From an optimization exercise on the open Yosys and OpenROAD flow, aimed at small area; shortcuts taken in it are not production practice. Only simulation tests tie the RTL to the original design; equivalence was not proved. Power figures rest on the tool's default switching activity, not on a simulated workload.

## flow/design.v (module list and top-level ports; edited modules follow where they fit)
// module sq9: 75 lines
// module sq_thr: 67 lines
// module sumsq_lt: 190 lines
// module sumsq: 167 lines
// module rca: 11 lines
// module rinc: 10 lines
// module rlt: 9 lines
// module absdiff: 7 lines
// module top_logic: 424 lines
module top_logic(
    input clk,
    input rst,
    input frz,
    input [4:0] level,
    input Dout,
    output vsync,
    output hsync,
    output [3:0] VGA_R,
    output [3:0] VGA_G,
    output [3:0] VGA_B,
    input BTNU,
    input BTND,
    input BTNL,
    input BTNR,
    output [7:0] seven_seg,
    output [7:0] sel,
    input pattern_select,
    input I_spi_miso,
    output O_spi_sck,
    output O_spi_cs,
    output O_spi_mosi
);
  // ...
==> flow/run.sh <==
#!/bin/bash
# synth_recipe.tcl (not shown) runs the flow's synth.tcl, then flattens the netlist and writes it again
# the make line also repeats each setting of config.mk as NAME=value (left out here)
make -C /OpenROAD-flow-scripts/flow DESIGN_CONFIG=/design/flow/config.mk WORK_HOME=/design/flow/orfs CLKGATE_MAP_FILE= SYNTH_SCRIPT=/design/flow/synth_recipe.tcl finish
==> flow/config.mk <==
export PLATFORM = sky130hd
export DESIGN_NAME = top_logic
export DESIGN_NICKNAME = top_logic
export VERILOG_FILES = /design/flow/design.v
export SDC_FILE = /design/flow/constraint.sdc
export NUM_CORES = 4
export LEC_CHECK = 0
export CAP_MARGIN = 20
export CORE_MARGIN = 2
export CORE_UTILIZATION = 40
export SLEW_MARGIN = 20
==> flow/constraint.sdc <==
create_clock -name core_clock -period 20.0 [get_ports {clk}]
set_input_delay 4.0000 -clock core_clock [delete_from_list [all_inputs] [get_ports {clk}]]
set_output_delay 4.0000 -clock core_clock [all_outputs]
set_load 0.01 [all_outputs]
==> metrics.md, run 1 <==
| Metric | Value |
|---|---|
| Normalized max-slew margin | `38.83%` |
| Cell Area, Placed | `25700 sq um` |
| Area-dominant class | `multi-input gates` |
| Post-synthesis mux area share | `2.378%` |
| RSZ-0062 raised after global routing | `no` |
| Clock Skews | `0.03308 ns` |
| Clock share of power | `26.9%` |
| Worst-Skew Late Latency | `0.57 ns` |
| Top post-synthesis cells by area | `fa_1 26%, dfxtp_1 21%, ha_1 13%, inv_1 5.5%, and2_1 3.6%` |
| Die width | `252.1 um` |
| Post-synth top area share | `25.78%` |
| Status | `complete, no violations` |
| Overall routing resource usage | `18.69%` |
| GR peak layer | `met2` |
| FFs w/ async S/R, synth | `0%` |
| Register area | `5189 sq um` |
| Most frequent cells in the layout | `359 x inv_1, 317 x fa_1, 259 x ha_1` |
| Final-layout fill cell count | `5834` |
| Synth cell types | `90` |
| Post-synth top flop | `dfxtp_1` |
| Count leader, synth | `inv_1` |
| Adder-Cell Fraction of Synth Area | `39.52%` |
| Startpoint types | `primary input` |
| Fmax | `52.92 MHz` |
| First-pass GRT wire length | `95990 um` |
| Drt initial violations | `852` |
| Final period util | `94.48%` |
| Logic inverters | `363` |
| Slew of the pin with the lowest slew margin | `0.9175 ns` |
==> module top_logic, before the edit <==
module top_logic(
    input clk,
    input rst,
    input frz,
    input [4:0] level,
    input Dout,
    output vsync,
    output hsync,
    output [3:0] VGA_R,
    output [3:0] VGA_G,
    output [3:0] VGA_B,
    input BTNU,
    input BTND,
    input BTNL,
    input BTNR,
    output [7:0] seven_seg,
    output [7:0] sel,
    input pattern_select,
    input I_spi_miso,
    output O_spi_sck,
    output O_spi_cs,
    output O_spi_mosi
);
    reg [10:0] hcount;
    reg [9:0]  vcount;
    reg [9:0]  counter;
    reg        frame;
    wire hreset = (hcount == 11'd1039);
    wire vs = !(vcount >= 10'd637 && vcount <= 10'd642);      
    wire hs = !(hcount >= 11'd856 && hcount <= 11'd975);
    wire [10:0] hcount_inc;
    wire [9:0]  vcount_inc, counter_inc;
    wire hco, vco, cco;
    rinc #(11) u_hinc(.a(hcount), .ci(1'b1), .s(hcount_inc), .co(hco));
    rinc #(10) u_vinc(.a(vcount), .ci(1'b1), .s(vcount_inc), .co(vco));
    rinc #(10) u_cinc(.a(counter), .ci(!vs), .s(counter_inc), .co(cco));
    always @(posedge clk) begin
        if (rst) begin
            hcount  <= 0;
            vcount  <= 0;
            counter <= 0;
            frame   <= 0;
        end else begin
            hcount <= hreset ? 11'd0 : hcount_inc;
            if (hreset) vcount <= (vcount == 10'd665) ? 10'd0 : vcount_inc;
            if (counter == 10'd30 && frz) begin
                counter <= 0;
                frame   <= 1;
            end else begin
                counter <= counter_inc;
                frame <= 0;
            end
        end
    end
    assign vsync = ~vs;
    assign hsync = ~hs;
    wire paused = ~frz;
    reg [9:0]  b1xh;
    reg [8:0]  b1yh;
    reg        b1sx, b1sy;
    reg [15:0] score;
    reg        over;
    wire [10:0] b1x = {b1xh, 1'b0};
    wire [9:0]  b1y = {b1yh, 1'b0};
    wire [9:0]  b1xh_n;
    wire [8:0]  b1yh_n;
    wire [15:0] score_inc;
    wire [3:0]  d1_inc, d2_inc, d3_inc;
    wire u0, u1, u2, u3, u4, u5;
    rca  #(10) u_b1x(.a(b1xh), .b({{9{~b1sx}}, 1'b1}), .ci(1'b0), .s(b1xh_n), .co(u0));
    rca  #(9)  u_b1y(.a(b1yh), .b({{8{~b1sy}}, 1'b1}), .ci(1'b0), .s(b1yh_n), .co(u1));
    assign score_inc[15:4] = score[15:4];
    rinc #(4)  u_sc(.a(score[3:0]), .ci(1'b1), .s(score_inc[3:0]), .co(u2));
    rinc #(4)  u_d1(.a(score[7:4]), .ci(1'b1), .s(d1_inc), .co(u3));
    rinc #(4)  u_d2(.a(score[11:8]), .ci(1'b1), .s(d2_inc), .co(u4));
    rinc #(4)  u_d3(.a(score[15:12]), .ci(1'b1), .s(d3_inc), .co(u5));
    wire b1mv = frame && !over;
    wire [9:0] b1xh_nx = b1mv ? b1xh_n : b1xh;     
    wire [8:0] b1yh_nx = b1mv ? b1yh_n : b1yh;
    always @(posedge clk) begin
        if (rst) begin
            b1xh <= 10'd250;
            b1yh <= 9'd250;
            b1sx <= 0;
            b1sy <= 0;
            score <= 0;
        end else if (b1mv) begin
            if (b1xh == 10'd1) begin b1sx <= 1; score <= score_inc; end
            else if (b1xh == 10'd381) begin b1sx <= 0; score <= score_inc; end
            if (b1yh == 9'd18) begin b1sy <= 1; score <= score_inc; end
            else if (b1yh == 9'd281) begin b1sy <= 0; score <= score_inc; end
            b1xh <= b1xh_n;
            b1yh <= b1yh_n;
            if (score[3:0] == 10) begin score[3:0] <= 0; score[7:4] <= d1_inc; end
            if (score[7:4] == 10) begin score[7:4] <= 0; score[11:8] <= d2_inc; end
            if (score[11:8] == 10) begin score[11:8] <= 0; score[15:12] <= d3_inc; end
            if (score[15:12] == 10) begin score[11:8] <= 0; end
        end
    end
    reg [9:0]  b2xh;
    reg [9:0]  b2y;
    reg        b2sx, b2sy;
    wire [10:0] b2x = {b2xh, 1'b0};
    wire [9:0]  b2xh_n, b2y_n;
    wire u6, u7;
    rca #(10) u_b2x(.a(b2xh), .b({{9{~b2sx}}, 1'b1}), .ci(1'b0), .s(b2xh_n), .co(u6));
    rca #(10) u_b2y(.a(b2y), .b({{8{~b2sy}}, 2'b11 ^ {~b2sy, 1'b0}}), .ci(1'b0), .s(b2y_n), .co(u7));
    always @(posedge clk) begin
        if (rst) begin
            b2sx <= 0;
            b2sy <= 0;
        end else begin
            if (b2xh <= 10'd1) b2sx <= 1;
            else if (b2xh >= 10'd381) b2sx <= 0;
            if (b2y <= 10'd36) b2sy <= 1;
            else if (b2y >= 10'd562) b2sy <= 0;
        end
    end
    always @(posedge clk) begin
        if (rst) begin
            b2xh <= 10'd100;
            b2y <= 10'd500;
        end else if (frame) begin
            b2xh <= b2xh_n;
            b2y <= b2y_n;
        end
    end
    reg [7:0] spi_i;           
    reg [5:0] state;           
    reg       cs_r, sck_r, mosi_r;
    reg [3:0] dout;
    reg [2:0] spi_xd, spi_yd;   
    wire sel0f = (spi_i != 8'd0) && (spi_i <= 8'd100);    
    reg [2:0] dstep;
    always @(*) begin
        case (dout)
            4'd1, 4'd2:   dstep = 3'b111;
            4'd3, 4'd4:   dstep = 3'b110;
            4'd13, 4'd14: dstep = 3'b001;
            4'd11, 4'd12: dstep = 3'b010;
            default:      dstep = 3'b000;
        endcase
    end
    wire [7:0] spi_i_inc;
    wire [5:0] state_inc;
    wire u8, u9;
    rinc #(8) u_iinc(.a(spi_i), .ci(1'b1), .s(spi_i_inc), .co(u8));
    rinc #(6) u_sinc(.a(state), .ci(1'b1), .s(state_inc), .co(u9));
    always @(posedge clk) begin
        if (rst) begin
            spi_i <= 0;
            spi_xd <= 0;
            spi_yd <= 0;
        end else begin
            spi_i <= (spi_i == 8'd199) ? 8'd0 : spi_i_inc;
            if (spi_i == 8'd99)  spi_yd <= -dstep;
            if (spi_i == 8'd199) spi_xd <= dstep;
        end
    end
    reg mosi_bit;
    always @(*) begin
        case (state[4:1])
            4'd4, 4'd6, 4'd7, 4'd15: mosi_bit = 1'b1;
            4'd11: mosi_bit = ~sel0f;
            4'd12, 4'd13, 4'd14: mosi_bit = sel0f;
            default: mosi_bit = 1'b0;
        endcase
    end
    always @(posedge clk) begin
        if (rst) begin
            state <= 0;
            cs_r <= 1;
            sck_r <= 0;
            mosi_r <= 0;
            dout <= 0;
        end else begin
            state <= (state == 6'd50) ? 6'd0 : state_inc;
            cs_r <= (state == 6'd49);
            if (state != 6'd50) sck_r <= state[0];
            if (state <= 6'd30 && !state[0]) mosi_r <= mosi_bit;
            if (state == 6'd43) dout[3] <= I_spi_miso;
            if (state == 6'd45) dout[2] <= I_spi_miso;
            if (state == 6'd47) dout[1] <= I_spi_miso;
            if (state == 6'd49) dout[0] <= I_spi_miso;
        end
    end
    assign O_spi_cs = cs_r;
    assign O_spi_sck = sck_r;
    assign O_spi_mosi = mosi_r;
    reg [10:0] px;
    reg [9:0]  py;
    reg [2:0]  pdx, pdy;       
    always @(*) begin
        if (!frame) begin
            pdx = 3'b000;
            pdy = 3'b000;
        end else if (!pattern_select) begin
            pdx = BTNR ? 3'b001 : BTNL ? 3'b111 : 3'b000;
            pdy = BTND ? 3'b001 : BTNU ? 3'b111 : 3'b000;
        end else begin
            pdx = spi_xd;
            pdy = spi_yd;
        end
    end
    wire [10:0] px_n;
    wire [9:0]  py_n;
    wire u10, u11;
    rca #(11) u_px(.a(px), .b({{8{pdx[2]}}, pdx}), .ci(1'b0), .s(px_n), .co(u10));
    rca #(10) u_py(.a(py), .b({{7{pdy[2]}}, pdy}), .ci(1'b0), .s(py_n), .co(u11));
    always @(posedge clk) begin
        if (rst) begin
            px <= 11'd500;
            py <= 10'd200;
        end else begin
            px <= px_n;
            py <= py_n;
        end
    end
    reg [8:0]  R;              
    reg [18:0] cnt;            
    reg        c19, c20;       
    reg [11:0] colorD;         
    reg [1:0]  cop;            
    reg frame_d;
    reg [18:0] D1, D2;
    reg far1, far2;
    wire [10:0] ub_x = frame ? {b1xh_nx, 1'b0} : b2x;
    wire [9:0]  ub_y = frame ? {b1yh_nx, 1'b0} : b2y;
    wire [10:0] uax;
    wire [9:0]  uay;
    absdiff #(11) u_uax(.a(px_n), .b(ub_x), .d(uax));
    absdiff #(10) u_uay(.a(py_n), .b(ub_y), .d(uay));
    wire [18:0] uD;
    sumsq u_sq(.a(uax[8:0]), .b(uay[8:0]), .s(uD));
    wire ufar = (uax[10:9] != 2'b0) || uay[9];
    always @(posedge clk) begin
        if (rst) begin
            frame_d <= 0;
            D1 <= 19'd90000;       
            D2 <= 19'd180000;      
            far1 <= 0;
            far2 <= 0;
        end else begin
            frame_d <= frame;
            if (frame) begin D1 <= uD; far1 <= ufar; end
            if (frame_d) begin D2 <= uD; far2 <= ufar; end
        end
    end
    wire [18:0] D2x = frame_d ? uD : D2;
    wire far2x = frame_d ? ufar : far2;
    wire [17:0] R2, S2;
    sq9    u_r2(.r(R), .r2(R2));
    sq_thr u_s2(.r(R), .r2(R2), .s2(S2));
    wire lt1, lt2;
    rlt #(19) u_lt1(.a(D1), .b({1'b0, S2}), .lt(lt1));
    rlt #(19) u_lt2(.a(D2x), .b({1'b0, S2}), .lt(lt2));
    wire hit1 = !far1 && lt1;
    wire hit2 = !far2x && lt2;
    wire [11:0] xpR;
    wire [10:0] ypR, ymR;
    wire [9:0]  Rp2;
    wire u12, ymR_nneg, c1;
    assign Rp2[0] = R[0];
    rinc #(8)  u_rp2(.a(R[8:1]), .ci(1'b1), .s(Rp2[8:1]), .co(Rp2[9]));
    rlt  #(11) u_c1(.a(px), .b({1'b0, Rp2}), .lt(c1));
    rca  #(11) u_xpr(.a(px), .b({2'b0, R}), .ci(1'b0), .s(xpR[10:0]), .co(xpR[11]));
    rca  #(10) u_ypr(.a(py), .b({1'b0, R}), .ci(1'b0), .s(ypR[9:0]), .co(ypR[10]));
    rca  #(10) u_ymr(.a(py), .b(~{1'b0, R}), .ci(1'b1), .s(ymR[9:0]), .co(ymR_nneg));
    wire wall = c1 || (xpR > 12'd762) || (ymR_nneg && ymR[9:0] < 10'd36) || (ypR > 11'd562);
    wire collide = wall || hit1 || hit2;
    wire shrink = c20 && !Dout && (R[8:3] != 6'd0);
    wire [8:0]  R_n;
    wire [18:0] cnt_inc;
    wire [11:0] color_n;
    wire cnt_co, u16;
    rca  #(9)  u_rn(.a(R), .b(c19 ? 9'd1 : 9'h1FE), .ci(1'b0), .s(R_n), .co(u12));
    rinc #(19) u_cnt(.a(cnt), .ci(!paused), .s(cnt_inc), .co(cnt_co));
    rca  #(12) u_col(.a(colorD), .b(12'h333), .ci(1'b0), .s(color_n), .co(u16));
    wire [11:0] color = cop[1] ? 12'h6C3 : cop[0] ? color_n : colorD;
    always @(posedge clk) begin
        if (rst) begin
            R <= 9'd10;
            cnt <= 0;
            c19 <= 0;
            c20 <= 0;
            over <= 0;
        end else begin
            cnt <= cnt_inc;
            c19 <= cnt_co;
            if (shrink) c20 <= 0;
            if (c19) begin
                c19 <= 0;
                c20 <= ~c20;
            end
            if (collide) R <= 9'd400;
            else if (c19 || shrink) R <= R_n;
            over <= collide;
        end
    end
    always @(posedge clk) begin
        colorD <= color;
        cop <= rst ? 2'd2 : shrink ? 2'd1 : paused ? 2'd2 : 2'd0;
    end
    wire [11:0] h12;
    wire [10:0] v12;
    rca #(11) u_h12(.a(hcount), .b(11'd12), .ci(1'b0), .s(h12[10:0]), .co(h12[11]));
    rca #(10) u_v12(.a(vcount), .b(10'd12), .ci(1'b0), .s(v12[9:0]), .co(v12[10]));
    wire [11:0] ex1, ex2;
    wire [10:0] ey1, ey2;
    wire u20, u21, u22, u23;
    rca #(12) u_ex1(.a(h12), .b(~{1'b0, b1x}), .ci(1'b1), .s(ex1), .co(u20));
    rca #(11) u_ey1(.a(v12), .b(~{1'b0, b1y}), .ci(1'b1), .s(ey1), .co(u21));
    rca #(12) u_ex2(.a(h12), .b(~{1'b0, b2x}), .ci(1'b1), .s(ex2), .co(u22));
    rca #(11) u_ey2(.a(v12), .b(~{1'b0, b2y}), .ci(1'b1), .s(ey2), .co(u23));
    wire in_b1 = (ex1[11:5] == 7'd0) && (ey1[10:5] == 6'd0) && disc12(ex1[4:0], ey1[4:0]);
    wire in_b2 = (ex2[11:5] == 7'd0) && (ey2[10:5] == 6'd0) && disc12(ex2[4:0], ey2[4:0]);
    wire in_bd = (hcount == 11'd0) || (vcount == 10'd30) || (hcount == 11'd768) || (vcount == 10'd568);
    wire [10:0] ahxp;
    wire [9:0]  avyp;
    absdiff #(11) u_ahp(.a(hcount), .b(px), .d(ahxp));
    absdiff #(10) u_avp(.a(vcount), .b(py), .d(avyp));
    wire ltp;
    sumsq_lt u_p(.a(ahxp[8:0]), .b(avyp[8:0]), .t(R2), .lt(ltp));
    wire in_p = (ahxp[10:9] == 2'b0) && !avyp[9] && ltp;
    reg wd, pd;                
    always @(posedge clk) begin
        wd <= in_b1 || in_b2 || in_bd;
        pd <= in_p;
    end
    wire [11:0] s1 = wd ? 12'hFFF : (pd ? colorD : 12'h000);
    localparam WIDTH = 10, HEIGHT = 40;
    localparam [7:0] x = 120;
    localparam [7:0] y = 245;
    wire text =
        ((hcount >= (x + 5*WIDTH + 3*HEIGHT) && hcount < (x + 6*WIDTH + 3*HEIGHT)) && (vcount >= y && vcount < (y + 2*WIDTH + HEIGHT))) ||
        ((hcount >= (x + 5*WIDTH + 3*HEIGHT) && hcount < (x + 6*WIDTH + 3*HEIGHT)) && (vcount >= (y + 2*WIDTH + HEIGHT) && vcount < (y + 2*WIDTH + 2*HEIGHT))) ||
        ((hcount >= (x + 5*WIDTH + 3*HEIGHT) && hcount < (x + 7*WIDTH + 4*HEIGHT)) && (vcount >= (y + 2*WIDTH + 2*HEIGHT) && vcount < (y + 3*WIDTH + 2*HEIGHT))) ||
        ((hcount >= (x + 8*WIDTH + 4*HEIGHT) && hcount < (x + 10*WIDTH + 5*HEIGHT)) && (vcount >= y && vcount < (y + WIDTH))) ||
        ((hcount >= (x + 8*WIDTH + 4*HEIGHT) && hcount < (x + 9*WIDTH + 4*HEIGHT)) && (vcount >= (y + WIDTH) && vcount < (y + 2*WIDTH + HEIGHT))) ||
        ((hcount >= (x + 8*WIDTH + 4*HEIGHT) && hcount < (x + 9*WIDTH + 4*HEIGHT)) && (vcount >= (y + 2*WIDTH + HEIGHT) && vcount < (y + 2*WIDTH + 2*HEIGHT))) ||
        ((hcount >= (x + 8*WIDTH + 4*HEIGHT) && hcount < (x + 10*WIDTH + 5*HEIGHT)) && (vcount >= (y + 2*WIDTH + 2*HEIGHT) && vcount < (y + 3*WIDTH + 2*HEIGHT))) ||
        ((hcount >= (x + 9*WIDTH + 5*HEIGHT) && hcount < (x + 10*WIDTH + 5*HEIGHT)) && (vcount >= (y + WIDTH) && vcount < (y + 2*WIDTH + HEIGHT))) ||
        ((hcount >= (x + 9*WIDTH + 5*HEIGHT) && hcount < (x + 10*WIDTH + 5*HEIGHT)) && (vcount >= (y + 2*WIDTH + HEIGHT) && vcount < (y + 2*WIDTH + 2*HEIGHT))) ||
        ((hcount >= (x + 11*WIDTH + 5*HEIGHT) && hcount < (x + 13*WIDTH + 6*HEIGHT)) && (vcount >= y && vcount < (y + WIDTH))) ||
        ((hcount >= (x + 11*WIDTH + 5*HEIGHT) && hcount < (x + 12*WIDTH + 5*HEIGHT)) && (vcount >= (y + WIDTH) && vcount < (y + WIDTH + HEIGHT))) ||
        ((hcount >= (x + 11*WIDTH + 5*HEIGHT) && hcount < (x + 13*WIDTH + 6*HEIGHT)) && (vcount >= (y + WIDTH + HEIGHT) && vcount < (y + 2*WIDTH + HEIGHT))) ||
        ((hcount >= (x + 12*WIDTH + 6*HEIGHT) && hcount < (x + 13*WIDTH + 6*HEIGHT)) && (vcount >= (y + 2*WIDTH + HEIGHT) && vcount < (y + 2*WIDTH + 2*HEIGHT))) ||
        ((hcount >= (x + 11*WIDTH + 5*HEIGHT) && hcount < (x + 13*WIDTH + 6*HEIGHT)) && (vcount >= (y + 2*WIDTH + 2*HEIGHT) && vcount < (y + 3*WIDTH + 2*HEIGHT))) ||
        ((hcount >= (x + 14*WIDTH + 6*HEIGHT) && hcount < (x + 16*WIDTH + 7*HEIGHT)) && (vcount >= y && vcount < (y + WIDTH))) ||
        ((hcount >= (x + 14*WIDTH + 6*HEIGHT + HEIGHT/2) && hcount < (x + 15*WIDTH + 6*HEIGHT + HEIGHT/2)) && (vcount >= y && vcount < (y + 2*WIDTH + HEIGHT))) ||
        ((hcount >= (x + 14*WIDTH + 6*HEIGHT + HEIGHT/2) && hcount < (x + 15*WIDTH + 6*HEIGHT + HEIGHT/2)) && (vcount >= (y + 2*WIDTH + HEIGHT) && vcount < (y + 3*WIDTH + 2*HEIGHT)));
    reg        txt;            
    reg [11:0] final_pixel;
    always @(posedge clk) begin
        if (rst) begin
            final_pixel <= 0;
            txt <= 0;
        end else if (!over) begin
            final_pixel <= s1;
        end else begin
            txt <= text;
            final_pixel <= {4'h0, {8{txt}}};
        end
    end
    assign VGA_R = final_pixel[11:8];
    assign VGA_G = final_pixel[7:4];
    assign VGA_B = final_pixel[3:0];
    reg [18:0] scnt;
    wire [18:0] scnt_inc;
    wire u30;
    rinc #(19) u_scnt(.a(scnt), .ci(1'b1), .s(scnt_inc), .co(u30));
    always @(posedge clk) begin
        if (rst) scnt <= 0;
        else scnt <= (scnt == 19'd500000) ? 19'd1 : scnt_inc;
    end
    reg [3:0] digit;
    always @(*) begin
        case (scnt[13:11])
            3'd0: digit = score[3:0];
            3'd1: digit = score[7:4];
            3'd2: digit = score[11:8];
            3'd3: digit = score[15:12];
            default: digit = 4'hF;
        endcase
    end
    reg [7:0] seg;
    always @(*) begin
        case (digit)
            4'h0: seg = 8'hc0;
            4'h1: seg = 8'hf9;
            4'h2: seg = 8'ha4;
            4'h3: seg = 8'hb0;
            4'h4: seg = 8'h99;
            4'h5: seg = 8'h92;
            4'h6: seg = 8'h82;
            4'h7: seg = 8'hf8;
            4'h8: seg = 8'h80;
            4'h9: seg = 8'h90;
            default: seg = 8'hff;
        endcase
    end
    assign seven_seg = seg;
    assign sel = ~(8'd1 << scnt[13:11]);
    function disc12(input [4:0] e, input [4:0] f);
        reg [3:0] a, b, w;
        begin
            a = (e >= 5'd12) ? e[3:0] - 4'd12 : 4'd12 - e[3:0];
            b = (f >= 5'd12) ? f[3:0] - 4'd12 : 4'd12 - f[3:0];
            case (b)
                4'd0: w = 4'd12;
                4'd1, 4'd2, 4'd3, 4'd4: w = 4'd11;
                4'd5, 4'd6: w = 4'd10;
                4'd7: w = 4'd9;
                4'd8: w = 4'd8;
                4'd9: w = 4'd7;
                4'd10: w = 4'd6;
                4'd11: w = 4'd4;
                4'd12: w = 4'd0;
                default: w = 4'd0;
            endcase
            disc12 = (e <= 5'd24) && (f <= 5'd24) && (a <= w);
        end
    endfunction
endmodule
==> run 2: changes to the inputs <==
--- a/flow/design.v
+++ b/flow/design.v
@@ -527,6 +527,13 @@
     end endgenerate
     assign lt = ~c[W];
 endmodule
+module absdiff_n #(parameter W = 8) (input [W-1:0] a, input [W-1:0] nb, output [W-1:0] d);
+    wire [W-1:0] s;
+    wire ge;                          
+    rca #(W) u_sub(.a(a), .b(nb), .ci(1'b1), .s(s), .co(ge));
+    wire co_unused;
+    rinc #(W) u_neg(.a(s ^ {W{~ge}}), .ci(~ge), .s(d), .co(co_unused));
+endmodule
 module absdiff #(parameter W = 8) (input [W-1:0] a, input [W-1:0] b, output [W-1:0] d);
     wire [W-1:0] s;
     wire nb;                          
@@ -568,7 +575,7 @@
     wire [9:0]  vcount_inc, counter_inc;
     wire hco, vco, cco;
     rinc #(11) u_hinc(.a(hcount), .ci(1'b1), .s(hcount_inc), .co(hco));
-    rinc #(10) u_vinc(.a(vcount), .ci(1'b1), .s(vcount_inc), .co(vco));
+    rinc #(10) u_vinc(.a(vcount), .ci(hreset), .s(vcount_inc), .co(vco));
     rinc #(10) u_cinc(.a(counter), .ci(!vs), .s(counter_inc), .co(cco));
     always @(posedge clk) begin
         if (rst) begin
@@ -578,7 +585,7 @@
             frame   <= 0;
         end else begin
             hcount <= hreset ? 11'd0 : hcount_inc;
-            if (hreset) vcount <= (vcount == 10'd665) ? 10'd0 : vcount_inc;
+            vcount <= (hreset && vcount == 10'd665) ? 10'd0 : vcount_inc;
             if (counter == 10'd30 && frz) begin
                 counter <= 0;
                 frame   <= 1;
@@ -591,74 +598,74 @@
     assign vsync = ~vs;
     assign hsync = ~hs;
     wire paused = ~frz;
-    reg [9:0]  b1xh;
-    reg [8:0]  b1yh;
+    reg [9:0]  nb1xh;
+    reg [8:0]  nb1yh;
     reg        b1sx, b1sy;
     reg [15:0] score;
     reg        over;
-    wire [10:0] b1x = {b1xh, 1'b0};
-    wire [9:0]  b1y = {b1yh, 1'b0};
-    wire [9:0]  b1xh_n;
-    wire [8:0]  b1yh_n;
+    wire [9:0]  nb1xh_n;       
+    wire [8:0]  nb1yh_n;
     wire [15:0] score_inc;
     wire [3:0]  d1_inc, d2_inc, d3_inc;
     wire u0, u1, u2, u3, u4, u5;
-    rca  #(10) u_b1x(.a(b1xh), .b({{9{~b1sx}}, 1'b1}), .ci(1'b0), .s(b1xh_n), .co(u0));
-    rca  #(9)  u_b1y(.a(b1yh), .b({{8{~b1sy}}, 1'b1}), .ci(1'b0), .s(b1yh_n), .co(u1));
+    wire b1mv = frame && !over;
+    rca  #(10) u_b1x(.a(nb1xh), .b({{9{b1mv & b1sx}}, b1mv}), .ci(1'b0), .s(nb1xh_n), .co(u0));
+    rca  #(9)  u_b1y(.a(nb1yh), .b({{8{b1mv & b1sy}}, b1mv}), .ci(1'b0), .s(nb1yh_n), .co(u1));
     assign score_inc[15:4] = score[15:4];
     rinc #(4)  u_sc(.a(score[3:0]), .ci(1'b1), .s(score_inc[3:0]), .co(u2));
     rinc #(4)  u_d1(.a(score[7:4]), .ci(1'b1), .s(d1_inc), .co(u3));
     rinc #(4)  u_d2(.a(score[11:8]), .ci(1'b1), .s(d2_inc), .co(u4));
     rinc #(4)  u_d3(.a(score[15:12]), .ci(1'b1), .s(d3_inc), .co(u5));
-    wire b1mv = frame && !over;
-    wire [9:0] b1xh_nx = b1mv ? b1xh_n : b1xh;     
-    wire [8:0] b1yh_nx = b1mv ? b1yh_n : b1yh;
     always @(posedge clk) begin
         if (rst) begin
-            b1xh <= 10'd250;
-            b1yh <= 9'd250;
+            nb1xh <= ~10'd250;
+            nb1yh <= ~9'd250;
+        end else begin
+            nb1xh <= nb1xh_n;
+            nb1yh <= nb1yh_n;
+        end
+    end
+    always @(posedge clk) begin
+        if (rst) begin
             b1sx <= 0;
             b1sy <= 0;
             score <= 0;
         end else if (b1mv) begin
-            if (b1xh == 10'd1) begin b1sx <= 1; score <= score_inc; end
-            else if (b1xh == 10'd381) begin b1sx <= 0; score <= score_inc; end
-            if (b1yh == 9'd18) begin b1sy <= 1; score <= score_inc; end
-            else if (b1yh == 9'd281) begin b1sy <= 0; score <= score_inc; end
-            b1xh <= b1xh_n;
-            b1yh <= b1yh_n;
+            if (nb1xh == ~10'd1) begin b1sx <= 1; score <= score_inc; end
+            else if (nb1xh == ~10'd381) begin b1sx <= 0; score <= score_inc; end
+            if (nb1yh == ~9'd18) begin b1sy <= 1; score <= score_inc; end
+            else if (nb1yh == ~9'd281) begin b1sy <= 0; score <= score_inc; end
             if (score[3:0] == 10) begin score[3:0] <= 0; score[7:4] <= d1_inc; end
             if (score[7:4] == 10) begin score[7:4] <= 0; score[11:8] <= d2_inc; end
             if (score[11:8] == 10) begin score[11:8] <= 0; score[15:12] <= d3_inc; end
             if (score[15:12] == 10) begin score[11:8] <= 0; end
         end
     end
-    reg [9:0]  b2xh;
-    reg [9:0]  b2y;
+    reg [9:0]  nb2xh;
+    reg [9:0]  nb2y;
     reg        b2sx, b2sy;
-    wire [10:0] b2x = {b2xh, 1'b0};
-    wire [9:0]  b2xh_n, b2y_n;
+    wire [9:0]  nb2xh_n, nb2y_n;
     wire u6, u7;
-    rca #(10) u_b2x(.a(b2xh), .b({{9{~b2sx}}, 1'b1}), .ci(1'b0), .s(b2xh_n), .co(u6));
-    rca #(10) u_b2y(.a(b2y), .b({{8{~b2sy}}, 2'b11 ^ {~b2sy, 1'b0}}), .ci(1'b0), .s(b2y_n), .co(u7));
+    rca #(10) u_b2x(.a(nb2xh), .b({{9{frame & b2sx}}, frame}), .ci(1'b0), .s(nb2xh_n), .co(u6));
+    rca #(10) u_b2y(.a(nb2y), .b({{8{frame & b2sy}}, frame & ~b2sy, frame}), .ci(1'b0), .s(nb2y_n), .co(u7));
     always @(posedge clk) begin
         if (rst) begin
             b2sx <= 0;
             b2sy <= 0;
         end else begin
-            if (b2xh <= 10'd1) b2sx <= 1;
-            else if (b2xh >= 10'd381) b2sx <= 0;
-            if (b2y <= 10'd36) b2sy <= 1;
-            else if (b2y >= 10'd562) b2sy <= 0;
+            if (nb2xh >= ~10'd1) b2sx <= 1;
+            else if (nb2xh <= ~10'd381) b2sx <= 0;
+            if (nb2y >= ~10'd36) b2sy <= 1;
+            else if (nb2y <= ~10'd562) b2sy <= 0;
         end
     end
     always @(posedge clk) begin
         if (rst) begin
-            b2xh <= 10'd100;
-            b2y <= 10'd500;
-        end else if (frame) begin
-            b2xh <= b2xh_n;
-            b2y <= b2y_n;
+            nb2xh <= ~10'd100;
+            nb2y <= ~10'd500;
+        end else begin
+            nb2xh <= nb2xh_n;
+            nb2y <= nb2y_n;
         end
     end
     reg [7:0] spi_i;           
@@ -757,39 +764,38 @@
     reg        c19, c20;       
     reg [11:0] colorD;         
     reg [1:0]  cop;            
-    reg frame_d;
-    reg [18:0] D1, D2;
+    reg [17:0] D1, D2;
     reg far1, far2;
-    wire [10:0] ub_x = frame ? {b1xh_nx, 1'b0} : b2x;
-    wire [9:0]  ub_y = frame ? {b1yh_nx, 1'b0} : b2y;
+    wire [10:0] nub_x = frame ? {nb1xh_n, 1'b1} : {nb2xh, 1'b1};
+    wire [9:0]  nub_y = frame ? {nb1yh_n, 1'b1} : nb2y;
     wire [10:0] uax;
     wire [9:0]  uay;
-    absdiff #(11) u_uax(.a(px_n), .b(ub_x), .d(uax));
-    absdiff #(10) u_uay(.a(py_n), .b(ub_y), .d(uay));
+    absdiff_n #(11) u_uax(.a(px_n), .nb(nub_x), .d(uax));
+    absdiff_n #(10) u_uay(.a(py_n), .nb(nub_y), .d(uay));
     wire [18:0] uD;
     sumsq u_sq(.a(uax[8:0]), .b(uay[8:0]), .s(uD));
-    wire ufar = (uax[10:9] != 2'b0) || uay[9];
+    wire ufar = (uax[10:9] != 2'b0) || uay[9] || uD[18];
     always @(posedge clk) begin
         if (rst) begin
-            frame_d <= 0;
-            D1 <= 19'd90000;       
-            D2 <= 19'd180000;      
+            D1 <= 18'd90000;       
             far1 <= 0;
-            far2 <= 0;
-        end else begin
-            frame_d <= frame;
-            if (frame) begin D1 <= uD; far1 <= ufar; end
-            if (frame_d) begin D2 <= uD; far2 <= ufar; end
+        end else if (frame) begin
+            D1 <= uD[17:0];
+            far1 <= ufar;
         end
     end
-    wire [18:0] D2x = frame_d ? uD : D2;
-    wire far2x = frame_d ? ufar : far2;
+    always @(posedge clk) begin
+        D2 <= uD[17:0];
+        far2 <= ufar;
+    end
+    wire [17:0] D2x = frame ? D2 : uD[17:0];
+    wire far2x = frame ? far2 : ufar;
     wire [17:0] R2, S2;
     sq9    u_r2(.r(R), .r2(R2));
     sq_thr u_s2(.r(R), .r2(R2), .s2(S2));
     wire lt1, lt2;
-    rlt #(19) u_lt1(.a(D1), .b({1'b0, S2}), .lt(lt1));
-    rlt #(19) u_lt2(.a(D2x), .b({1'b0, S2}), .lt(lt2));
+    rlt #(18) u_lt1(.a(D1), .b(S2), .lt(lt1));
+    rlt #(18) u_lt2(.a(D2x), .b(S2), .lt(lt2));
     wire hit1 = !far1 && lt1;
     wire hit2 = !far2x && lt2;
     wire [11:0] xpR;
@@ -809,7 +815,7 @@
     wire [18:0] cnt_inc;
     wire [11:0] color_n;
     wire cnt_co, u16;
-    rca  #(9)  u_rn(.a(R), .b(c19 ? 9'd1 : 9'h1FE), .ci(1'b0), .s(R_n), .co(u12));
+    rca  #(9)  u_rn(.a(R), .b({{7{shrink & !c19}}, shrink & !c19, c19}), .ci(1'b0), .s(R_n), .co(u12));
     rinc #(19) u_cnt(.a(cnt), .ci(!paused), .s(cnt_inc), .co(cnt_co));
     rca  #(12) u_col(.a(colorD), .b(12'h333), .ci(1'b0), .s(color_n), .co(u16));
     wire [11:0] color = cop[1] ? 12'h6C3 : cop[0] ? color_n : colorD;
@@ -828,8 +834,7 @@
                 c19 <= 0;
                 c20 <= ~c20;
             end
-            if (collide) R <= 9'd400;
-            else if (c19 || shrink) R <= R_n;
+            R <= collide ? 9'd400 : R_n;
             over <= collide;
         end
     end
@@ -844,10 +849,10 @@
     wire [11:0] ex1, ex2;
     wire [10:0] ey1, ey2;
     wire u20, u21, u22, u23;
-    rca #(12) u_ex1(.a(h12), .b(~{1'b0, b1x}), .ci(1'b1), .s(ex1), .co(u20));
-    rca #(11) u_ey1(.a(v12), .b(~{1'b0, b1y}), .ci(1'b1), .s(ey1), .co(u21));
-    rca #(12) u_ex2(.a(h12), .b(~{1'b0, b2x}), .ci(1'b1), .s(ex2), .co(u22));
-    rca #(11) u_ey2(.a(v12), .b(~{1'b0, b2y}), .ci(1'b1), .s(ey2), .co(u23));
+    rca #(12) u_ex1(.a(h12), .b({1'b1, nb1xh, 1'b1}), .ci(1'b1), .s(ex1), .co(u20));
+    rca #(11) u_ey1(.a(v12), .b({1'b1, nb1yh, 1'b1}), .ci(1'b1), .s(ey1), .co(u21));
+    rca #(12) u_ex2(.a(h12), .b({1'b1, nb2xh, 1'b1}), .ci(1'b1), .s(ex2), .co(u22));
+    rca #(11) u_ey2(.a(v12), .b({1'b1, nb2y}), .ci(1'b1), .s(ey2), .co(u23));
     wire in_b1 = (ex1[11:5] == 7'd0) && (ey1[10:5] == 6'd0) && disc12(ex1[4:0], ey1[4:0]);
     wire in_b2 = (ex2[11:5] == 7'd0) && (ey2[10:5] == 6'd0) && disc12(ex2[4:0], ey2[4:0]);
     wire in_bd = (hcount == 11'd0) || (vcount == 10'd30) || (hcount == 11'd768) || (vcount == 10'd568);
--- a/flow/config.mk
+++ b/flow/config.mk
@@ -8,4 +8,6 @@
 export CAP_MARGIN = 20
 export CORE_MARGIN = 2
 export CORE_UTILIZATION = 40
+export CTS_CLUSTER_DIAMETER = 100
+export CTS_CLUSTER_SIZE = 20
 export SLEW_MARGIN = 20
==> run 2 against run 1 <==
  * First-iteration DRC count decreased by 5.8%
  * Via count down 8.2%
  * Utilization fell by 1.0 points
  * Synthesized cell count fell by 5.9%
  * Sequential share of layout area up 0.77 points
  * Global-route usage fell by 0.85 points
  * Register-to-register slack got worse by 0.33 ns
  * Hold slack gained 0.018 ns
  * Clock power is 37% lower
==> metrics.md, run 2 <==
| Metric | Value |
|---|---|
| H-tree depth | `1 (was 2)` |
| Clock root buffer | `clkbuf_16 (unchanged)` |
| First-pass GRT wire length | `88330 um (was 95990 um)` |
| Post-synth top area share | `26.80% (was 25.78%)` |
| Worst Slack Setup Final | `1.361 ns (was 1.104 ns)` |
| Slew of the pin with the lowest slew margin | `0.9349 ns (was 0.9175 ns)` |
| Worst path max stage delay | `0.59 ns (was 0.64 ns)` |
| Layout Cells excl Fill | `3245 (was 3428)` |
| Top post-synthesis cells by area | `fa_1 27%, dfxtp_1 22%, ha_1 14%, inv_1 5.8%, and2_1 3.7% (was fa_1 26%, dfxtp_1 21%, ha_1 13%, inv_1 5.5%, and2_1 3.6%)` |
| CP Class | `primary input to register (unchanged)` |
| Layout Nets | `3059 (was 3211)` |
| Post-synth top area cell | `fa_1 (unchanged)` |
| Die Ht | `247.7 um (was 252.1 um)` |
| # resized after CTS | `0 (unchanged)` |
| Hold Vio Cnt, Final | `0 (unchanged)` |
| Fin util | `43.25% (was 44.26%)` |
| CP most frequent cell | `fa_1 (unchanged)` |
| Hold path cells | `2 (was 1)` |
| Worst Hold Launch | `colorD[5]$_SDFFE_PP0P_ (was b2xh[9]$_SDFFE_PP0P_)` |
| FFs w/ async S/R, synth | `0% (unchanged)` |
| Place WS | `0.8348 ns (was 0.5959 ns)` |
| Mapped Area | `23750 sq um (was 24620 sq um)` |
| Inst Count DP | `3219 (was 3365)` |
| Worst Reg-to-Reg Cells | `47 (unchanged)` |
| CP required | `20.43 ns (was 20.39 ns)` |
| Final period util | `93.19% (was 94.48%)` |
| Count leader, synth | `inv_1 (unchanged)` |
| Worst VDD drop | `0.06975 mV (was 0.06192 mV)` |
| Max Cap Viol | `0 (unchanged)` |
| Post-synth top flop | `dfxtp_1 (unchanged)` |
| Vias per cell | `5.046 (was 5.202)` |
| Power per cell area | `78.36 nW/um^2 (was 84.17 nW/um^2)` |
| Initial core utilization | `40.32% (was 40.64%)` |
| Overall routing resource usage | `17.84% (was 18.69%)` |
| Core area | `58910 sq um (was 60580 sq um)` |
| Yosys warns | `1 (unchanged)` |
| Syn Nets | `3061 (was 3214)` |
| Post-CTS Hold Buffers | `0 (unchanged)` |
| Die area | `61350 sq um (was 63550 sq um)` |
| Fin. max-slew vios | `0 (unchanged)` |
| RSZ-0062 raised after global routing | `no (unchanged)` |
| Worst min path class | `register to register (unchanged)` |
| Status | `complete, no violations (unchanged)` |
| Most frequent cells after synthesis | `367 x inv_1, 318 x fa_1, 259 x ha_1 (was 359 x inv_1, 317 x fa_1, 259 x dfxtp_1, 259 x ha_1, 207 x nand2_1)` |
| Hold Slack | `0.4769 ns (was 0.4585 ns)` |
| Power Total | `1.997 mW (was 2.257 mW)` |
| Drt initial violations | `803 (was 852)` |
| Routed Antenna Nets | `0 (unchanged)` |
| Register area share after synthesis | `21.58% (was 21.06%)` |
| Final setup fails | `0 (unchanged)` |
| Reg clk slew, reported paths | `0.09 ns (was 0.06 ns)` |
| Number of CTS-inserted buffers | `19 (was 35)` |
| Number of global-route vias before repair | `17240 (was 18660)` |
| Cell Area, Placed | `24910 sq um (was 25700 sq um)` |
| Number of synthesized register bits | `256 (was 259)` |
| Commonest non-fill, non-tap cell in the layout | `inv_1 (unchanged)` |
| Mapped Cells | `2469 (was 2623)` |
| Port bufs | `41 (unchanged)` |
| Gr ovfl total | `0 (unchanged)` |
| Antenna violations before repair | `0 (was 2)` |
| Leak | `11.35 nW (was 11.92 nW)` |
| Wirelength, routed | `52810 um (was 56990 um)` |
| # diodes | `0 (unchanged)` |
| Crit end category | `register (unchanged)` |
| Die width | `247.7 um (was 252.1 um)` |
| Ports | `48 (unchanged)` |
| EDFF count, synth | `0 (unchanged)` |
| Drt first pass iters | `5 (was 6)` |
| CP max FO | `10 (was 11)` |
| Worst Hold End | `final_pixel[5]$_SDFF_PP0_ (was b2sx$_SDFFE_PP0P_)` |
| Normalized max-slew margin | `37.44% (was 38.83%)` |
| Largest registers | `cnt (19), scnt (19)` |
| Area Overhead vs Synth | `7.269% (was 8.924%)` |
| R2r setup slk | `4.52 ns (was 4.85 ns)` |
| Final min period | `18.64 ns (was 18.90 ns)` |
| Final-layout fill cell count | `5568 (was 5834)` |
| Share of layout cells above drive strength 1 | `3.358% (was 4.044%)` |
| Capturing point of the worst reg2reg path | `R[1]$_SDFF_PP1_ (was R[1]$_SDFFE_PP1P_)` |
| Cell row count | `89 (was 90)` |
| Setup Total Neg Slack | `0 ns (unchanged)` |
| RePlAce Congestion | `0.8534 (was 0.8958)` |
| WL/cell | `16.28 um (was 16.62 um)` |
| Sink Count | `256 (was 259)` |
| Final Cell Area | `25480 sq um (was 26820 sq um)` |
| Synth cell types | `74 (was 90)` |
| CTS tree | `yes (unchanged)` |
| Clock Path Buffers | `3 (unchanged)` |
| DR DRC count | `0 (unchanged)` |
| Largest net degree at the start of global routing | `81 (was 73)` |
| Clock Skews | `0.03261 ns (was 0.03308 ns)` |
| DP Wirelength | `42740 um (was 45170 um)` |
| Worst-Skew Late Latency | `0.54 ns (was 0.57 ns)` |
| WP data arrival | `19.07 ns (was 19.28 ns)` |
| Most frequent cells in the layout | `367 x inv_1, 318 x fa_1, 259 x ha_1 (was 359 x inv_1, 317 x fa_1, 259 x ha_1)` |
| Per-instance average area after synthesis | `9.620 sq um (was 9.386 sq um)` |
| Crit path max-delay cell type | `clkdlybuf4s50_1 (was fa_1)` |
| Setup fix buffers added after clock tree synthesis | `0 (unchanged)` |
| Fmax | `53.65 MHz (was 52.92 MHz)` |
| Startpoint types | `primary input (unchanged)` |
| Vias | `16370 (was 17830)` |
| Worst R2R Start | `over$_SDFF_PP0_ (was frame$_SDFF_PP0_)` |
-- run 2: cell count changes after synthesis, moves of 15 or more --
cell      before  now
nor2b_1       77  102
o211ai_1      26    4
clkbuf_1      78   52
o21ai_0      106   70
nor3_1        43   28
nand2_1      207  160
nor2_1       170  142
-- run 2: logic make-up (layout without fill, tap and decap cells) --
group	Yosys count	after routing	share of synthesized area (%)
AOI/OAI and AO/OA	283	283	7.733
xor gates and xnor gates	97	97	3.577
adders and majority gates	585	585	40.79
buffers and inverters	442	445	7.022
DFF	256	256	21.58
muxes	58	58	2.697
other	1	1	0.01579
and+or+nand+nor	747	747	16.59
-- run 2: critical path: cells and delay by family --
kind	cells	cell delay [ns]
buf+inv	4	0.97
simple gates	3	0.66
xor+xnor	1	0.15
fa+ha+maj	32	12.14
compound gates	6	1.13
-- run 2: cell type report --
cell class	instances	area, sq um	share of cell area [%]
Clock inverter	6	81.33	0.3192
Clock buffer	20	489.2	1.920
Sequential cell	256	5126	20.12
Multi-Input combinational cell	1771	16970	66.59
Inverter	372	1396	5.480
Timing Repair Buffer	47	452.9	1.778
Tap cell	773	967.2	3.796
-- run 2: layer usage --
layer	vias to the layer above	wire length [um]	GRT usage [%]
li1	7954	-	-
met1	8080	24730	24.42
met2	276	24880	30.02
met3	64	1963	1.957
met4	0	1240	4.702
met5	-	0	0
-- run 2: worst max-delay path by stage --
stage	startpoint	endpoint	slack, ns	depth (start not counted)
finish	pattern_select	R[1]$_SDFF_PP1_	1.36	46
global route	pattern_select	R[1]$_SDFF_PP1_	0.75	48
CTS	pattern_select	R[1]$_SDFF_PP1_	1.37	46
detailed placement	pattern_select	R[1]$_SDFF_PP1_	0.83	46
global placement	pattern_select	R[1]$_SDFF_PP1_	0.97	46
floorplan	pattern_select	R[1]$_SDFF_PP1_	1.75	48
-- run 2: where the power goes --
group / total, mW / switching, mW / internal, mW
combinational: 1.06 / 0.611 / 0.445
clock: 0.383 / 0.199 / 0.184
sequential: 0.558 / 0.0310 / 0.526
==> run 3: changes to the inputs <==
--- a/flow/config.mk
+++ b/flow/config.mk
@@ -8,6 +8,4 @@
 export CAP_MARGIN = 20
 export CORE_MARGIN = 2
 export CORE_UTILIZATION = 40
-export CTS_CLUSTER_DIAMETER = 100
-export CTS_CLUSTER_SIZE = 20
 export SLEW_MARGIN = 20
==> run 3 against run 2 <==
  * Synthesized area unchanged
  * Power up 10%
  * Clock power up 52%
  * Global-route usage up 0.13 points
  * Sequential power about the same
  * Sequential share of layout area down 0.38 points
  * Largest power group unchanged
  * Critical path depth unchanged
==> metrics.md, run 3 <==
| Metric | Value |
|---|---|
| CTS tree | `yes (unchanged)` |
| Register area share after synthesis | `21.58% (unchanged)` |
| First-pass GRT wire length | `88980 um (was 88330 um)` |
| Number of CTS-inserted buffers | `30 (was 19)` |
| Switch share | `39.11% (was 42.15%)` |
| Inst Count DP | `3219 (unchanged)` |
| Yosys warns | `1 (unchanged)` |
| Most frequent cells in the layout | `367 x inv_1, 318 x fa_1, 259 x ha_1 (unchanged)` |
| WL/cell | `16.24 um (was 16.28 um)` |
| Synth cell types | `74 (unchanged)` |
| EDFF count, synth | `0 (unchanged)` |
| Commonest non-fill, non-tap cell in the layout | `inv_1 (unchanged)` |
| Largest registers | `cnt (19), scnt (19) (unchanged)` |
| Clock root buffer | `clkbuf_16 (unchanged)` |
| FFs w/ async S/R, synth | `0% (unchanged)` |
| Drt first pass iters | `5 (unchanged)` |
| Post-synth top flop | `dfxtp_1 (unchanged)` |
| Fmax | `53.67 MHz (was 53.65 MHz)` |
| Layout Nets | `3070 (was 3059)` |
| Worst-Skew Late Latency | `0.58 ns (was 0.54 ns)` |
| Ports | `48 (unchanged)` |
| Worst VDD drop | `0.06988 mV (was 0.06975 mV)` |
| Most frequent cells after synthesis | `367 x inv_1, 318 x fa_1, 259 x ha_1 (unchanged)` |
| Worst path max stage delay | `0.60 ns (was 0.59 ns)` |
| Die area | `61350 sq um (unchanged)` |
| Routed Antenna Nets | `0 (unchanged)` |
| Layout Cells excl Fill | `3273 (was 3245)` |
| RSZ-0062 raised after global routing | `no (unchanged)` |
| Worst min path class | `register to register (unchanged)` |
| CP max FO | `10 (unchanged)` |
| Mapped Cells | `2469 (unchanged)` |
| Fin. max-slew vios | `0 (unchanged)` |
| Power Total | `2.197 mW (was 1.997 mW)` |
| WP data arrival | `19.10 ns (was 19.07 ns)` |
| Mapped Area | `23750 sq um (unchanged)` |
| Drt initial violations | `910 (was 803)` |
| Gr ovfl total | `0 (unchanged)` |
| Count leader, synth | `inv_1 (unchanged)` |
| # diodes | `0 (unchanged)` |
| Syn Nets | `3061 (unchanged)` |
| Post-synth top area cell | `fa_1 (unchanged)` |
| Final setup fails | `0 (unchanged)` |
| Area Overhead vs Synth | `9.334% (was 7.269%)` |
| Vias | `16460 (was 16370)` |
| Number of synthesized register bits | `256 (unchanged)` |
| Comb pwr share | `48.1% (was 52.9%)` |
| Hold Vio Cnt, Final | `0 (unchanged)` |
| Final-layout fill cell count | `5519 (was 5568)` |
| Per-instance average area after synthesis | `9.620 sq um (unchanged)` |
| Post-synth top area share | `26.80% (unchanged)` |
| Port bufs | `41 (unchanged)` |
| CP most frequent cell | `fa_1 (unchanged)` |
| Core area | `58910 sq um (unchanged)` |
| Slew of the pin with the lowest slew margin | `0.9400 ns (was 0.9349 ns)` |
| DP Wirelength | `42740 um (unchanged)` |
| Net switching power | `859.3 uW (was 841.6 uW)` |
| Hold Slack | `0.4726 ns (was 0.4769 ns)` |
| Normalized max-slew margin | `37.10% (was 37.44%)` |
| H-tree depth | `1 (unchanged)` |
| Clock Skews | `0.01781 ns (was 0.03261 ns)` |
| Clock Path Buffers | `3 (unchanged)` |
| CP required | `20.46 ns (was 20.43 ns)` |
| Crit end category | `register (unchanged)` |
| CP Class | `primary input to register (unchanged)` |
| Antenna violations before repair | `0 (unchanged)` |
| Power per cell area | `84.60 nW/um^2 (was 78.36 nW/um^2)` |
| Startpoint types | `primary input (unchanged)` |
| Final period util | `93.17% (was 93.19%)` |
| RePlAce Congestion | `0.8534 (unchanged)` |
| Crit path max-delay cell type | `clkdlybuf4s50_1 (unchanged)` |
| Clock share of power | `26.5% (was 19.2%)` |
| Post-CTS Hold Buffers | `0 (unchanged)` |
| Largest net degree at the start of global routing | `81 (unchanged)` |
| Initial core utilization | `40.32% (unchanged)` |
| Vias per cell | `5.029 (was 5.046)` |
| Max Cap Viol | `0 (unchanged)` |
| Number of global-route vias before repair | `17340 (was 17240)` |
| # resized after CTS | `0 (unchanged)` |
| Top post-synthesis cells by area | `fa_1 27%, dfxtp_1 22%, ha_1 14%, inv_1 5.8%, and2_1 3.7% (unchanged)` |
| DR DRC count | `0 (unchanged)` |
| Setup Total Neg Slack | `0 ns (unchanged)` |
| Sink Count | `256 (unchanged)` |
| Fin util | `44.09% (was 43.25%)` |
| Reg clk slew, reported paths | `0.06 ns (was 0.09 ns)` |
| Setup fix buffers added after clock tree synthesis | `0 (unchanged)` |
| Status | `complete, no violations (unchanged)` |
| Final min period | `18.63 ns (was 18.64 ns)` |
| Wirelength, routed | `53140 um (was 52810 um)` |
| Pint | `1.338 mW (was 1.155 mW)` |
| Die width | `247.7 um (unchanged)` |
| Share of layout cells above drive strength 1 | `4.120% (was 3.358%)` |
| Cell row count | `89 (unchanged)` |
| Die Ht | `247.7 um (unchanged)` |
| Leak | `11.58 nW (was 11.35 nW)` |
| Overall routing resource usage | `17.97% (was 17.84%)` |
| Flop pwr share | `25.4% (was 27.9%)` |
[run 3: cell counts after synthesis]
Identical to the previous run, type by type.
[run 3: per-layer routing]
metal / GRT usage [%] / wire length (um) / up-vias
met2: 30.18 / 25040 / 281
met3: 2.519 / 2114 / 68
li1: - / - / 7995
met4: 4.579 / 1240 / 0
met1: 24.36 / 24740 / 8115
met5: 0 / 0 / -
[run 3: kinds of logic (layout without fill, tap and decap cells)]
logic type      count (synthesis)  in the layout  synth area share (%)
simple gates                  747            747                 16.59
fa+ha+maj                     585            585                 40.79
buf+inv                       442            473                 7.022
compound gates                283            283                 7.733
flops                         256            256                 21.58
xor+xnor                       97             97                 3.577
mux                            58             58                 2.697
other cells                     1              1               0.01579
[run 3: layout make-up]
type,instances,area (sq um),share of cell area [%]
clock buffers,45,877.1,3.377
clock inverters,9,183.9,0.7082
inverters,372,1396,5.377
multi-input cells,1771,16970,65.33
flip-flops and latches,256,5126,19.74
well taps,773,967.2,3.724
repair buffers,47,452.9,1.744
[run 3: final timing paths]
path,startpoint,end,slack [ns],cells after the start
max,pattern_select,R[1]$_SDFF_PP1_,1.37,46
min,colorD[5]$_SDFFE_PP0P_,final_pixel[5]$_SDFF_PP0_,0.47,2
max reg2reg,over$_SDFF_PP0_,R[1]$_SDFF_PP1_,4.49,47
min reg2reg,colorD[5]$_SDFFE_PP0P_,final_pixel[5]$_SDFF_PP0_,0.47,2
[run 3: power by group through the flow]
| stage | logic [mW] | clock network, mW | registers [mW] |
|---|---|---|---|
| 2_1_floorplan | 0.790 | 0 | 0.558 |
| 3_3_place_gp | 1.04 | 0 | 0.569 |
| 3_5_place_dp | 1.06 | 0 | 0.570 |
| 4_1_cts | 1.07 | 0.597 | 0.558 |
| 5_1_grt | 1.22 | 0.617 | 0.561 |
| 6_report | 1.06 | 0.583 | 0.558 |
[run 3: metrics by stage]
step	instance area [sq um]	setup slack [ns]
3_3_place_gp	24900	0.9745
5_1_grt	25970	0.7487
6_report	25970	1.366
4_1_cts	25970	1.394
2_1_floorplan	23750	1.750
3_5_place_dp	24910	0.8348
[run 3: critical path, delay by kind of cell]
family          cells  cell delay [ns]
fa+ha+maj          32            12.15
compound gates      6             1.13
buf+inv             4             0.98
simple gates        3             0.66
xor+xnor            1             0.15
==> run 4: changes to the inputs <==
--- a/flow/config.mk
+++ b/flow/config.mk
@@ -8,4 +8,6 @@
 export CAP_MARGIN = 20
 export CORE_MARGIN = 2
 export CORE_UTILIZATION = 40
+export CTS_CLUSTER_DIAMETER = 120
+export CTS_CLUSTER_SIZE = 30
 export SLEW_MARGIN = 20
==> run 4 against run 3 <==
  * Sequential cell count is the same
  * Still clean
  * Critical path type unchanged
  * Count of clock-buffer cells in the layout fell by 32
  * Clock power fell by 48%
  * Utilization fell by 1.2 points
  * Highest routed layer unchanged
  * Die area unchanged
  * Power fell by 13%
  * Synthesized cell count unchanged
  * Global-route usage decreased by 0.15 points
  * First-iteration DRC count down 6.7%
  * Design area decreased by 2.6%
  * Maximum frequency is 0.12% lower
  * Combinational power is essentially flat
==> metrics.md, run 4 <==
| Metric | Value |
|---|---|
| CTS tree | `yes (unchanged)` |
| # diodes | `0 (unchanged)` |
| Reg clk slew, reported paths | `0.12 ns (was 0.06 ns)` |
| Top post-synthesis cells by area | `fa_1 27%, dfxtp_1 22%, ha_1 14%, inv_1 5.8%, and2_1 3.7% (unchanged)` |
| Clock Skews | `0.03194 ns (was 0.01781 ns)` |
| Crit end category | `register (unchanged)` |
| Count leader, synth | `inv_1 (unchanged)` |
| Die Ht | `247.7 um (unchanged)` |
| GR peak layer | `met2 (unchanged)` |
| Layout Nets | `3053 (was 3070)` |
| RePlAce Congestion | `0.8534 (unchanged)` |
| Met3 Use GR | `2.292% (was 2.519%)` |
| Inst Count DP | `3219 (unchanged)` |
| Syn Nets | `3061 (unchanged)` |
| Post-CTS Hold Buffers | `0 (unchanged)` |
| Die width | `247.7 um (unchanged)` |
| Yosys warns | `1 (unchanged)` |
| Number of global-route vias before repair | `17090 (was 17340)` |
| Worst min path class | `register to register (unchanged)` |
| Largest net degree at the start of global routing | `81 (unchanged)` |
| CP endpoint | `R[1]$_SDFF_PP1_ (unchanged)` |
| Commonest non-fill, non-tap cell in the layout | `inv_1 (unchanged)` |
| RSZ-0062 raised after global routing | `no (unchanged)` |
| Post-synth top area cell | `fa_1 (unchanged)` |
| First-pass GRT wire length | `88130 um (was 88980 um)` |
| Capturing point of the worst reg2reg path | `R[1]$_SDFF_PP1_ (unchanged)` |
| Sink Count | `256 (unchanged)` |
| Hold Vio Cnt, Final | `0 (unchanged)` |
| Post-synth top flop | `dfxtp_1 (unchanged)` |
| Port bufs | `41 (unchanged)` |
| Post-synth top area share | `26.80% (unchanged)` |
| Vias | `16330 (was 16460)` |
| WP data arrival | `19.08 ns (was 19.10 ns)` |
| Power per cell area | `75.83 nW/um^2 (was 84.60 nW/um^2)` |
| Overall routing resource usage | `17.82% (was 17.97%)` |
| Fmax | `53.60 MHz (was 53.67 MHz)` |
| Core area | `58910 sq um (unchanged)` |
| Drt first pass iters | `6 (was 5)` |
| Mapped Area | `23750 sq um (unchanged)` |
| H-tree depth | `1 (unchanged)` |
| Place WS | `0.8348 ns (unchanged)` |
| Synth cell types | `74 (unchanged)` |
| Drt initial violations | `849 (was 910)` |
| CP most frequent cell | `fa_1 (unchanged)` |
| Hold Slack | `0.4812 ns (was 0.4726 ns)` |
| Power Total | `1.917 mW (was 2.197 mW)` |
| Gr ovfl total | `0 (unchanged)` |
| Mapped Cells | `2469 (unchanged)` |
| Layout Cells excl Fill | `3236 (was 3273)` |
| WL/cell | `16.31 um (was 16.24 um)` |
| Cell row count | `89 (unchanged)` |
| Worst VDD drop | `0.06982 mV (was 0.06988 mV)` |
| CP Class | `primary input to register (unchanged)` |
| DP Wirelength | `42740 um (unchanged)` |
| CP max FO | `10 (unchanged)` |
| Crit path max-delay cell type | `clkdlybuf4s50_1 (unchanged)` |
| Fin util | `42.93% (was 44.09%)` |
| M2 GR Usage | `30.13% (was 30.18%)` |
| R2r setup slk | `4.54 ns (was 4.49 ns)` |
| Most frequent cells after synthesis | `367 x inv_1, 318 x fa_1, 259 x ha_1 (unchanged)` |
| Area Overhead vs Synth | `6.458% (was 9.334%)` |
| Worst path max stage delay | `0.59 ns (was 0.60 ns)` |
| Startpoint types | `primary input (unchanged)` |
| Final setup fails | `0 (unchanged)` |
| Vias per cell | `5.047 (was 5.029)` |
| Number of CTS-inserted buffers | `13 (was 30)` |
| Routed Antenna Nets | `0 (unchanged)` |
| Final Cell Area | `25290 sq um (was 25970 sq um)` |
| Initial core utilization | `40.32% (unchanged)` |
| Largest registers | `cnt (19), scnt (19) (unchanged)` |
| Clock Path Buffers | `3 (unchanged)` |
| Worst Reg-to-Reg Cells | `47 (unchanged)` |
| Crit path launch | `pattern_select (unchanged)` |
| Worst-Skew Late Latency | `0.52 ns (was 0.58 ns)` |
| # resized after CTS | `0 (unchanged)` |
| Number of synthesized register bits | `256 (unchanged)` |
| Normalized max-slew margin | `36.35% (was 37.10%)` |
| Final min period | `18.66 ns (was 18.63 ns)` |
| Cell Area, Placed | `24910 sq um (unchanged)` |
| Die area | `61350 sq um (unchanged)` |
| EDFF count, synth | `0 (unchanged)` |
| Most frequent cells in the layout | `367 x inv_1, 318 x fa_1, 259 x ha_1 (unchanged)` |
| Final period util | `93.28% (was 93.17%)` |
| Ports | `48 (unchanged)` |
| Register area share after synthesis | `21.58% (unchanged)` |
| Leak | `11.25 nW (was 11.58 nW)` |
| FFs w/ async S/R, synth | `0% (unchanged)` |
| Slew of the pin with the lowest slew margin | `0.9512 ns (was 0.9400 ns)` |
| Per-instance average area after synthesis | `9.620 sq um (unchanged)` |
| Antenna violations before repair | `0 (unchanged)` |
| Status | `complete, no violations (unchanged)` |
| Setup fix buffers added after clock tree synthesis | `0 (unchanged)` |
| Worst R2R Start | `over$_SDFF_PP0_ (unchanged)` |
| Worst Slack Setup Final | `1.344 ns (was 1.366 ns)` |
| Fin. max-slew vios | `0 (unchanged)` |
| CP required | `20.43 ns (was 20.46 ns)` |
| Max Cap Viol | `0 (unchanged)` |
| Clock root buffer | `clkbuf_16 (unchanged)` |
| M1 GR Usage | `24.40% (was 24.36%)` |
| Wirelength, routed | `52770 um (was 53140 um)` |
| DR DRC count | `0 (unchanged)` |
| Share of layout cells above drive strength 1 | `3.004% (was 4.120%)` |
| Setup Total Neg Slack | `0 ns (unchanged)` |
run 4: cell counts after synthesis:
Identical to the previous run, type by type.
run 4: cell type report:
cell class	count	area [sq um]
sequential	256	5126
multi-input combinational	1771	16970
clock inverter	4	52.55
clock buffer	13	325.3
fill	5588	33620
tap	773	967.2
timing repair buffer	47	452.9
inverter	372	1396
run 4: power by group:
group	switching, mW	total, mW	internal (mW)
combinational	0.611	1.06	0.445
clock	0.179	0.303	0.124
sequential	0.0310	0.558	0.527
run 4: kinds of logic (layout without fill, tap and decap cells):
kind of cell / Yosys count / in the layout / share of synthesized area (%)
simple gates: 747 / 747 / 16.59
xor+xnor: 97 / 97 / 3.577
compound gates: 283 / 283 / 7.733
flops: 256 / 256 / 21.58
mux: 58 / 58 / 2.697
other cells: 1 / 1 / 0.01579
fa+ha+maj: 585 / 585 / 40.79
buf+inv: 442 / 436 / 7.022
run 4: worst min-delay path by stage:
stage                                       from                   endpoint  slack [ns]  cells after the start
after floorplan               scnt[0]$_SDFF_PP0_         scnt[0]$_SDFF_PP0_        0.44                      1
after global placement        scnt[0]$_SDFF_PP0_         scnt[0]$_SDFF_PP0_        0.45                      1
after detailed placement      scnt[0]$_SDFF_PP0_         scnt[0]$_SDFF_PP0_        0.46                      1
after CTS                     scnt[0]$_SDFF_PP0_         scnt[0]$_SDFF_PP0_        0.48                      1
after global routing      colorD[5]$_SDFFE_PP0P_  final_pixel[5]$_SDFF_PP0_        0.51                      2
final                         scnt[0]$_SDFF_PP0_         scnt[0]$_SDFF_PP0_        0.48                      1
run 4: worst max-delay path, delay by kind of cell:
family / cells / cell delay, ns
adder cells (fa/ha/maj): 32 / 12.15
AO/OA/AOI/OAI: 6 / 1.13
XOR/XNOR: 1 / 0.15
buffers and inverters: 4 / 0.97
AND/OR/NAND/NOR: 3 / 0.67
run 4: routing by layer:
layer  vias to the layer above  part of all wire [%]
met1                      8087                    47
li1                       7941                     -
met3                        51                   3.4
met5                         -                     0
met2                       252                    47
met4                         0                   1.9

## what the ideal ports hide
No port has a modelled driver above. Below, the same layouts with a new extraction and two added sets of constraints.
Step 1 sets driving cells, clkbuf_16 on the clock port and buf_2 on the other inputs (assumed; they add their load-dependent delay and slew).
Step 2 times the ports against the registers' clock, not the clock port: input delays grow and output delays shrink by t, the midpoint of the rising clock arrivals with the driver on.
a / b / c = ideal / step 1 / step 2; a / b = the first two.
| run | shift t [ns] | setup slack, ns | worst data-port slew with drivers (ns) |
|---|---|---|---|
| run 1 | 0.613 | 1.104 / 1.132 / 0.519 | 0.04 |
| run 2 | 0.576 | 1.361 / 1.393 / 0.818 | 0.04 |
| run 3 | 0.626 | 1.366 / 1.401 / 0.775 | 0.04 |
| run 4 | 0.563 | 1.343 / 1.382 / 0.819 | 0.04 |
After both steps every run listed still meets setup and hold. The setup slack of run 3, which loses most, moves by +0.035 ns with the drivers and by -0.591 ns with both steps.
